Source: an optimization exercise on an open RTL-to-GDS flow (aim: a short achievable clock period and few clock cycles). Production flows keep margins and buffers that such runs may drop. Where RTL was checked, it was by simulation tests only, not by an equivalence proof against the original. Power and IR drop assume default switching activity.

== middle ==
==> flow/design.v <==
module cpu4(input clk,
            input rst,
            output [7:0] imem_addr,
            input [15:0] imem_data,
            output [7:0] dmem_addr,
            output [15:0] dmem_wdata,
            output dmem_we,
            output dmem_re,
            input [15:0] dmem_rdata,
            output rf_we,
            output [3:0] rf_waddr,
            output [15:0] rf_wdata,
            output halted);
    reg [7:0]  pc;            
    reg [7:0]  pc1;           
    reg        halted_r;
    reg        e_valid;       
    reg        e_wr;          
    reg        e_ld;          
    reg        e_br;          
    reg        e_pred;        
    reg [5:0]  e_bt;          
    reg [3:0]  e_dst;
    reg [15:0] e_a;           
    reg [15:0] e_b;           
    reg        e_cin;         
    reg [7:0]  e_redir;       
    reg [7:0]  e_redir1;      
    reg        e_re_r, e_we_r;
    reg [7:0]  e_daddr;       
    reg [15:0] e_wdata;       
    reg        w_we;
    reg [3:0]  w_addr;
    reg [15:0] w_data;
    wire [255:0] rfv;
    wire [16:0] sum17 = {e_a, 1'b1} + {e_b, e_cin};
    wire [15:0] alu   = sum17[16:1];
    wire [15:0] e_res = e_ld ? dmem_rdata : alu;
    wire eq   = (e_a == e_b);
    wire zero = (e_a == 16'd0);
    wire lt   = $signed(e_a) < $signed(e_b);
    wire gt   = $signed(e_a) > $signed(e_b);
    wire taken = (e_bt[0] & zero) | (e_bt[1] & ~zero) | (e_bt[2] & eq) |
                 (e_bt[3] & ~eq) | (e_bt[4] & lt) | (e_bt[5] & gt);
    wire mispredict = e_valid & e_br & (taken ^ e_pred);
    wire e_fwd = e_valid & e_wr;
    genvar gi;
    generate
        for (gi = 0; gi < 16; gi = gi + 1) begin : R
            reg [15:0] q;
            always @(posedge clk)
                if (e_fwd && e_dst == gi)
                    q <= e_res;
            assign rfv[gi*16 +: 16] = q;
        end
    endgenerate
    wire [3:0] op = imem_data[15:12];
    wire [3:0] rd = imem_data[11:8];
    wire [3:0] ra = imem_data[7:4];
    wire [3:0] rb = imem_data[3:0];
    wire f_ld   = (op == 4'd0);
    wire f_st   = (op == 4'd1);
    wire f_rr   = (op == 4'd2) | (op == 4'd3);
    wire f_ri   = (op == 4'd4) | (op == 4'd5);
    wire f_sub  = (op == 4'd3) | (op == 4'd5);
    wire f_halt = (op == 4'd7);
    wire f_bz   = (op == 4'd8);
    wire f_bnz  = (op == 4'd9);
    wire f_beq  = (op == 4'd13);
    wire f_bneq = (op == 4'd14);
    wire f_blt  = (op == 4'd6);
    wire f_bgt  = (op == 4'd15);
    wire f_cmp  = f_beq | f_bneq | f_blt | f_bgt;    
    wire f_br   = f_bz | f_bnz | f_cmp;
    wire f_wr   = f_ld | f_rr | f_ri;
    wire same = (ra == rd);
    wire back = rb[3];
    wire f_pred = f_bnz | (f_beq & (same | back)) | (f_bneq & ~same) |
                  ((f_blt | f_bgt) & ~same & back);
    wire [15:0] rf_a = rfv[ra*16 +: 16];
    wire [15:0] rf_b = rfv[rb*16 +: 16];
    wire [15:0] rf_d = rfv[rd*16 +: 16];
    wire fa = e_fwd & (e_dst == ra);
    wire fb = e_fwd & (e_dst == rb);
    wire fd = e_fwd & (e_dst == rd);
    wire [15:0] opa = fa ? e_res : rf_a;
    wire [15:0] opr = fb ? e_res : rf_b;
    wire [15:0] opb = f_ri ? {{12{rb[3]}}, rb} :
                      f_cmp ? (fd ? e_res : rf_d) : opr;
    wire [127:0] tgv, tgv1;
    generate
        for (gi = 0; gi < 16; gi = gi + 1) begin : T
            wire [7:0] k = gi;
            wire [7:0] sk = {{4{k[3]}}, k[3:0]};
            assign tgv[gi*8 +: 8]  = pc1 + sk - 8'd1;
            assign tgv1[gi*8 +: 8] = pc1 + sk;
        end
    endgenerate
    wire [7:0] pc_tgt  = tgv[rb*8 +: 8];
    wire [7:0] pc_tgt1 = tgv1[rb*8 +: 8];
    wire [7:0] pc2 = pc1 + 8'd1;
    wire [7:0] pc_pred  = f_pred ? pc_tgt  : pc1;
    wire [7:0] pc_pred1 = f_pred ? pc_tgt1 : pc2;
    wire [7:0] f_redir  = f_pred ? pc1 : pc_tgt;
    wire [7:0] f_redir1 = f_pred ? pc2 : pc_tgt1;
    wire f_go = ~mispredict & ~f_halt & ~halted_r;
    always @(posedge clk) begin
        if (rst) begin
            pc <= 8'd0;
            pc1 <= 8'd1;
            halted_r <= 1'b0;
            e_valid <= 1'b0;
            e_re_r <= 1'b0;
            e_we_r <= 1'b0;
            w_we <= 1'b0;
        end else begin
            if (mispredict) begin
                pc <= e_redir;
                pc1 <= e_redir1;
            end else if (!f_halt && !halted_r) begin
                pc <= pc_pred;
                pc1 <= pc_pred1;
            end
            if (f_halt && !mispredict && !e_fwd)
                halted_r <= 1'b1;
            e_valid <= f_go;
            e_re_r <= f_go & f_ld;
            e_we_r <= f_go & f_st;
            w_we <= e_fwd;
        end
        e_wr <= f_wr;
        e_ld <= f_ld;
        e_br <= f_br;
        e_pred <= f_pred;
        e_bt <= {f_bgt, f_blt, f_bneq, f_beq, f_bnz, f_bz};
        e_dst <= rd;
        e_a <= opa;
        e_b <= f_sub ? ~opb : opb;
        e_cin <= f_sub;
        e_redir <= f_redir;
        e_redir1 <= f_redir1;
        if (f_ld | f_st)
            e_daddr <= opa[7:0];
        if (f_st)
            e_wdata <= opr;
        w_addr <= e_dst;
        w_data <= e_res;
    end
    assign imem_addr = pc;
    assign dmem_addr = e_daddr;
    assign dmem_wdata = e_wdata;
    assign dmem_we = e_we_r;
    assign dmem_re = e_re_r;
    assign rf_we = w_we;
    assign rf_waddr = w_addr;
    assign rf_wdata = w_data;
    assign halted = halted_r;
endmodule
export LEC_CHECK = 0
export CAP_MARGIN = 20
export CORE_MARGIN = 2
export CORE_UTILIZATION = 40
export SETUP_SLACK_MARGIN = 5
export SLEW_MARGIN = 20
create_clock -name core_clock -period 8.0 [get_ports {clk}]
standard.sh (not shown) runs the stock make flow with config.mk's settings and CLKGATE_MAP_FILE= SYNTH_SCRIPT=/design/flow/synth_recipe.tcl, a recipe that flattens the netlist after the stock synthesis.
==> flow/flow/run.sh <==
#!/bin/bash
# Standard ORFS layout; timing repair aims for a tighter setup margin.
set -o pipefail
bash standard.sh finish SETUP_SLACK_MARGIN=5.5 > standard.log 2>&1
#### Input delta (east over middle)
==> flow/flow/run.sh <==
#!/bin/bash
# Standard ORFS layout; timing repair aims for a tighter setup margin.
set -o pipefail
bash standard.sh finish SETUP_SLACK_MARGIN=5.2 > standard.log 2>&1
==> comparison <==
Diff middle..east | synthesized area | unchanged. Cmp middle and east / portion of the clock cycle consumed by the worst path in the final layout / lower: middle. In the reports for middle and east, the larger total power density per cell area belongs to east. middle ended up with sky130_fd_sc_hd__or4_4 as its cell with the biggest individual delay on the critical path; east ended up with sky130_fd_sc_hd__or3b_2. Antenna diode count, middle and east: smaller value in east. On cell-internal power, middle beats east. [compare] base=middle new=east: clock-net power has increased, maximum frequency has decreased, wire length has decreased, routing usage on met2 has increased, design area has decreased. A launching instance or port of the critical path of pc1[2]$_SDFFE_PP0P_ is what middle shows, while pc1[3]$_SDFFE_PP0P_ belongs to east.
No run of this note included a check of the RTL's function; only the layout flow was run.

Another version of the RTL of cpu4 (not shown whole).
Size: roughly 440 flip-flops, ~90 I/O pins.
clock: 8.0 ns
lec_check: 0
cap_margin: 20
core_margin: 2
core_utilization: 40
setup_slack_margin: 5
slew_margin: 20
==> flow/flow/run.sh <==
#!/bin/bash
# Standard ORFS layout; timing repair aims for a tighter setup margin.
set -o pipefail
bash standard.sh finish SETUP_SLACK_MARGIN=5.5 > standard.log 2>&1
Rerun with:
==> flow/run.sh (new file) <==
#!/bin/bash
# synth_recipe.tcl (not shown) runs the flow's synth.tcl, then flattens the netlist and writes it again
# the make line also repeats each setting of config.mk as NAME=value (left out here)
make -C /OpenROAD-flow-scripts/flow DESIGN_CONFIG=/design/flow/config.mk WORK_HOME=/design/flow/orfs CLKGATE_MAP_FILE= SYNTH_SCRIPT=/design/flow/synth_recipe.tcl finish
removed: flow/flow/run.sh
removed: flow/standard.sh
Die area stays the same.
Core utilization drops by 4.2 points.
Via count drops by 6.7%.
Total power drops by 3.6%.
Area after synthesis does not change.
Flip-flop and latch count is unchanged.
Wire length drops by 11%.
No functional check of the RTL was part of any run of this note.

run a:
Another version of the RTL of cpu4 (not shown whole).
Size in the first run: roughly 19000 µm² of cells after synthesis.
==> flow/config.mk <==
export PLATFORM = sky130hd
export DESIGN_NAME = cpu4
export DESIGN_NICKNAME = cpu4
export VERILOG_FILES = /design/flow/design.v
export SDC_FILE = /design/flow/constraint.sdc
export NUM_CORES = 4
export LEC_CHECK = 0
export ABC_CLOCK_PERIOD_IN_PS = 2000
export CAP_MARGIN = 20
export CORE_MARGIN = 2
export CORE_UTILIZATION = 40
export SETUP_SLACK_MARGIN = 5
export SLEW_MARGIN = 20
==> flow/constraint.sdc <==
create_clock -name core_clock -period 8.0 [get_ports {clk}]
set_input_delay 1.6000 -clock core_clock [delete_from_list [all_inputs] [get_ports {clk}]]
set_output_delay 1.6000 -clock core_clock [all_outputs]
set_load 0.01 [all_outputs]
run.sh (not shown) runs the stock make flow with config.mk's settings and CLKGATE_MAP_FILE= SYNTH_SCRIPT=/design/flow/synth_recipe.tcl, a recipe that flattens the netlist after the stock synthesis.
Stock flow here: none of the scripts above is used.
Looking at the reports, run a completed the entire flow and the layout it produced met the timing, design-rule and antenna checks.
Inputs modified between run a and run b:
diff --git a/flow/config.mk b/flow/config.mk
--- a/flow/config.mk
+++ b/flow/config.mk
@@ -8 +7,0 @@
-export ABC_CLOCK_PERIOD_IN_PS = 2000
@@ -12 +10,0 @@
-export SETUP_SLACK_MARGIN = 5
--- outcome ---
No stage failed in run b, and the final checks on the layout all came back clean.
Comparing run b and run a, the lower aggregate global-route resource usage was measured on run b.
Row growth of design area from synthesis to finish: run b lower / run a higher
Against run a, final critical delay including setup and external delays in run b came out worse.
[compare] base=run a new=run b: largest stage delay on the critical path increased by 0.44 ns relative to the old numbers; wire length of the first global-routing pass went down; non-clock buffer count has decreased; number of optimization iterations in the first detailed-route pass decreased by 1 relative to the old numbers.
In run b, share of the final layout cell area in multi-input gates is higher than in run a.
No run of this note included a check of the RTL's function; only the layout flow was run.

cpu4, a different RTL version from the one above (not shown whole).
Size in the first run: about 2400 cells after synthesis, about 460 flip-flops, about 90 I/O pins, ~28000 um^2 of cells after synthesis.
export LEC_CHECK = 0
export CAP_MARGIN = 20
export CORE_MARGIN = 2
export CORE_UTILIZATION = 40
export SETUP_SLACK_MARGIN = 5
export SLEW_MARGIN = 20
export SYNTH_HIERARCHICAL = 1
export SYNTH_MINIMUM_KEEP_SIZE = 0
create_clock -name core_clock -period 8.0 [get_ports {clk}]
standard.sh (not shown) runs the stock make flow with config.mk's settings and CLKGATE_MAP_FILE= SYNTH_SCRIPT=/design/flow/synth_recipe.tcl, a recipe that flattens the netlist after the stock synthesis.
==> flow/flow/run.sh <==
#!/bin/bash
# Standard ORFS layout, with the port buffers made from buf_4 cells and
# timing repair aiming for a tighter setup margin.
set -o pipefail
bash standard.sh finish "BUFFER_PORTS_ARGS=-buffer_cell sky130_fd_sc_hd__buf_4" SETUP_SLACK_MARGIN=5.3 > standard.log 2>&1
Testbench counts at the start, summed over its fixed seeds: cycles 15,983.
==> next run, changes <==
==> flow/flow/run.sh (replaced) <==
#!/bin/bash
# Standard ORFS layout, with the port buffers made from buf_4 cells.
set -o pipefail
bash standard.sh finish "BUFFER_PORTS_ARGS=-buffer_cell sky130_fd_sc_hd__buf_4" > standard.log 2>&1
Synthesized cell count is unchanged.
Die area does not change.
Non-clock buffer count fell by 90.
Combinational power fell by 14%.
Utilization fell by 2.9 points.
Design area fell by 5.8%.
Worst hold slack barely changes.
Final cell count fell by 2.5%.

## before
cpu4, a different RTL version from the one above (not shown whole).
Size in the first run: ~450 flip-flops, about 90 I/O pins, roughly 27000 sq um of cells after synthesis.
export LEC_CHECK = 0
export CAP_MARGIN = 20
export CORE_MARGIN = 2
export CORE_UTILIZATION = 40
export SETUP_SLACK_MARGIN = 5
export SLEW_MARGIN = 20
export SYNTH_HIERARCHICAL = 1
export SYNTH_MINIMUM_KEEP_SIZE = 0
create_clock -name core_clock -period 8.0 [get_ports {clk}]
==> flow/flow/run.sh <==
#!/bin/bash
# Standard ORFS layout; timing repair aims for a tighter setup margin.
set -o pipefail
bash standard.sh finish SETUP_SLACK_MARGIN=5.4 > standard.log 2>&1
Inputs modified between before and after:
==> flow/run.sh (new file) <==
#!/bin/bash
# synth_recipe.tcl (not shown) runs the flow's synth.tcl, then flattens the netlist and writes it again
# the make line also repeats each setting of config.mk as NAME=value (left out here)
make -C /OpenROAD-flow-scripts/flow DESIGN_CONFIG=/design/flow/config.mk WORK_HOME=/design/flow/orfs CLKGATE_MAP_FILE= SYNTH_SCRIPT=/design/flow/synth_recipe.tcl finish
removed: flow/flow/run.sh
removed: flow/standard.sh
--- outcome ---
Delta (after minus before): largest clock skew in the final design climbed 0.014 ns; register share of total power climbed 1.1 points; clock network power share barely changed; part of the cycle the worst path needs barely changed; highest achievable clock rate barely changed. Compared with before, after shows number of antenna violations at the first check in global routing higher by 8. Per the comparison of after with before, power after layout decreased by 3.8% relative to the old numbers; shortest period the worst path allows closely matched the old numbers.
No run of this note included a check of the RTL's function; only the layout flow was run.

== run G ==
Another version of the RTL of cpu4 (not shown whole).
For scale: ~430 flip-flops, roughly 90 I/O pins, about 27000 sq um of cells after synthesis.
export LEC_CHECK = 0
export CAP_MARGIN = 20
export CORE_MARGIN = 2
export CORE_UTILIZATION = 70
export GPL_TIMING_DRIVEN = 1
export SETUP_SLACK_MARGIN = 5
export SLEW_MARGIN = 20
export SYNTH_HIERARCHICAL = 1
export SYNTH_MINIMUM_KEEP_SIZE = 0
create_clock -name core_clock -period 8.0 [get_ports {clk}]
run.sh (not shown) runs the stock make flow with config.mk's settings and CLKGATE_MAP_FILE= SYNTH_SCRIPT=/design/flow/synth_recipe.tcl, a recipe that flattens the netlist after the stock synthesis.
Stock flow here: none of the scripts above is used.
Run G | status: complete | timing, DRC, antenna: pass
Testbench counts of run G, summed over its fixed seeds: cycles 15,983.
Changes in run Y relative to run G:
Settings: swapping 70 for 40 in CORE_UTILIZATION; clearing GPL_TIMING_DRIVEN, which used to be 1.
### Flow results
- Run Y reached the end of the flow, and the finished layout is clean on the timing, design-rule and antenna checks.
- The higher layout overhead on the synthesized area came out of run Y.
- Relative to run G, the power per cell area of run Y is lower by 4.1 nW/um^2.
- Against run G, run Y reports a number of ordinary and repair buffers in the finished layout that is higher.
- Floorplan die area was lower in run G than in run Y.
- Against run G as the reference, run Y delivers a higher final area.
- Taking run G over run Y, the instance count after placement with tap cells included ratio works out to 0.884.
- Re sum of net half-perimeters after detailed placement: run G and run Y aren't equal, and the higher value belongs to run Y.
- [run Y] clock group share of total power rose 0.8 points relative to run G

cpu4, a different RTL version from the one above (not shown whole).
Size: about 2200 cells after synthesis, ~430 flip-flops, ~90 I/O pins.
Settings: LEC_CHECK=0, CAP_MARGIN=20, CORE_MARGIN=2, CORE_UTILIZATION=25, GPL_TIMING_DRIVEN=1, SETUP_SLACK_MARGIN=5, SLEW_MARGIN=20, SYNTH_HIERARCHICAL=1, SYNTH_MINIMUM_KEEP_SIZE=0; clock period 8.0 ns.
The baseline produced a clean layout.
==> next run, changes <==
CORE_UTILIZATION = 60   (was 25)
Outcome: The new run went through all stages and came out clean. Wire length decreases by 2.3%. Clock skew is lower by 45 ps. Final area goes down by 1.7%. Via count rises by 2.5%. Synthesized cell count does not change. Critical path depth does not change. Total power came out lower by 4.0%. First-iteration DRC count rises by 9.0%. Cell count fell by 21%.
No run of this note included a check of the RTL's function; only the layout flow was run.

## old
cpu4 with an RTL version that a note above also has.
Size: about 460 flip-flops, roughly 90 I/O pins, roughly 28000 sq um of cells after synthesis.
export LEC_CHECK = 0
export CAP_MARGIN = 20
export CORE_MARGIN = 2
export CORE_UTILIZATION = 40
export GPL_TIMING_DRIVEN = 1
export SETUP_SLACK_MARGIN = 5
export SLEW_MARGIN = 20
export SYNTH_HIERARCHICAL = 1
export SYNTH_MINIMUM_KEEP_SIZE = 0
create_clock -name core_clock -period 8.0 [get_ports {clk}]
standard.sh (not shown) runs the stock make flow with config.mk's settings and CLKGATE_MAP_FILE= SYNTH_SCRIPT=/design/flow/synth_recipe.tcl, a recipe that flattens the netlist after the stock synthesis.
==> flow/flow/run.sh <==
#!/bin/bash
# Standard ORFS layout, with the port buffers made from buf_4 cells and
# timing repair aiming for a tighter setup margin.
set -o pipefail
bash standard.sh finish "BUFFER_PORTS_ARGS=-buffer_cell sky130_fd_sc_hd__buf_4" SETUP_SLACK_MARGIN=5.3 > standard.log 2>&1
Testbench counts of old, summed over its fixed seeds: cycles 15,983.
Setup changes, old to new
- GPL_TIMING_DRIVEN removed (was 1)
==> flow/run.sh (new file) <==
#!/bin/bash
# synth_recipe.tcl (not shown) runs the flow's synth.tcl, then flattens the netlist and writes it again
# the make line also repeats each setting of config.mk as NAME=value (left out here)
make -C /OpenROAD-flow-scripts/flow DESIGN_CONFIG=/design/flow/config.mk WORK_HOME=/design/flow/orfs CLKGATE_MAP_FILE= SYNTH_SCRIPT=/design/flow/synth_recipe.tcl finish
removed: flow/flow/run.sh
removed: flow/standard.sh
Findings:
Higher final worst-path setup slack goes to old over new. In the tables for old and new, power share of the combinational group reads lower with new. Changes observed in new relative to old: post-route total power went down by 5.7%, final routed wirelength across all metal layers lost 5200 microns. Diff new..old | share of the synthesized area in compound gates (AO/OA/AOI/OAI) | unchanged. Reported for old and new, final total negative setup slack turned out identical to the last digit. new vs. old: number of global-route vias before repair dropped 5.0%; number of combinational gates with multiple inputs barely changed.

==> static timing again, ports no longer ideal <==
The results above use ideal ports. As a check the final layouts listed here were re-extracted and re-timed, cells and wires unchanged.
Step 1 assumes that a clkbuf_16 drives the clock port and a buf_2 every other input.
Step 2 adds t to the input delays and takes it off the output delays; t is the mean of the earliest and latest rising clock arrival at the registers after step 1. Input paths then give back, and output paths get back, about the clock's delay inside the block.
Slacks: ideal / step 1 / step 2; pairs: ideal / step 1.
| run | t, ns | setup slack, ns | worst setup path at the end | latest minus earliest clock arrival (ns) | worst register clock-pin slew, ns |
|---|---|---|---|---|---|
| middle | 0.661 | 4.684 / 4.420 / 3.759 | input to register | 0.043 / 0.043 | 0.07 / 0.07 |
| east | 0.634 | 4.618 / 4.319 / 3.685 | input to register | 0.088 / 0.088 | 0.07 / 0.07 |
| the first run of note 2 | 0.659 | 4.168 / 4.168 / 3.509 | input to register | 0.040 / 0.039 | 0.06 / 0.06 |
| the second run of note 2 | 0.653 | 4.167 / 4.167 / 3.523 | input to register | 0.032 / 0.031 | 0.07 / 0.07 |
| run a | 0.621 | 3.581 / 3.581 / 3.581 | register to register | 0.020 / 0.020 | 0.06 / 0.06 |
| run b | 0.614 | 1.873 / 1.873 / 1.873 | register to register | 0.021 / 0.020 | 0.06 / 0.06 |
| the first run of note 4 | 0.655 | 5.042 / 4.890 / 4.235 | input to register | 0.038 / 0.039 | 0.07 / 0.07 |
| the second run of note 4 | 0.649 | 4.920 / 4.811 / 4.162 | input to register | 0.022 / 0.022 | 0.07 / 0.07 |
| before | 0.663 | 4.886 / 4.824 / 4.280 | input to register | 0.025 / 0.025 | 0.06 / 0.06 |
| after | 0.662 | 4.883 / 4.874 / 4.212 | input to register | 0.039 / 0.040 | 0.07 / 0.07 |
| run G | 0.643 | 4.739 / 4.739 / 4.129 | input to register | 0.035 / 0.035 | 0.07 / 0.07 |
| run Y | 0.649 | 4.882 / 4.806 / 4.157 | input to register | 0.037 / 0.037 | 0.07 / 0.07 |
| the first run of note 7 | 0.653 | 4.583 / 4.556 / 3.903 | input to register | 0.066 / 0.066 | 0.07 / 0.07 |
| the second run of note 7 | 0.654 | 4.736 / 4.736 / 4.214 | input to register | 0.023 / 0.022 | 0.06 / 0.06 |
| old | 0.655 | 5.042 / 4.890 / 4.235 | input to register | 0.038 / 0.039 | 0.07 / 0.07 |
| new | 0.652 | 4.989 / 4.884 / 4.232 | input to register | 0.026 / 0.026 | 0.06 / 0.06 |
After both steps setup and hold are still met in every run listed. The setup slack of east, which loses most, moves by -0.299 ns with the drivers and by -0.933 ns with both steps.
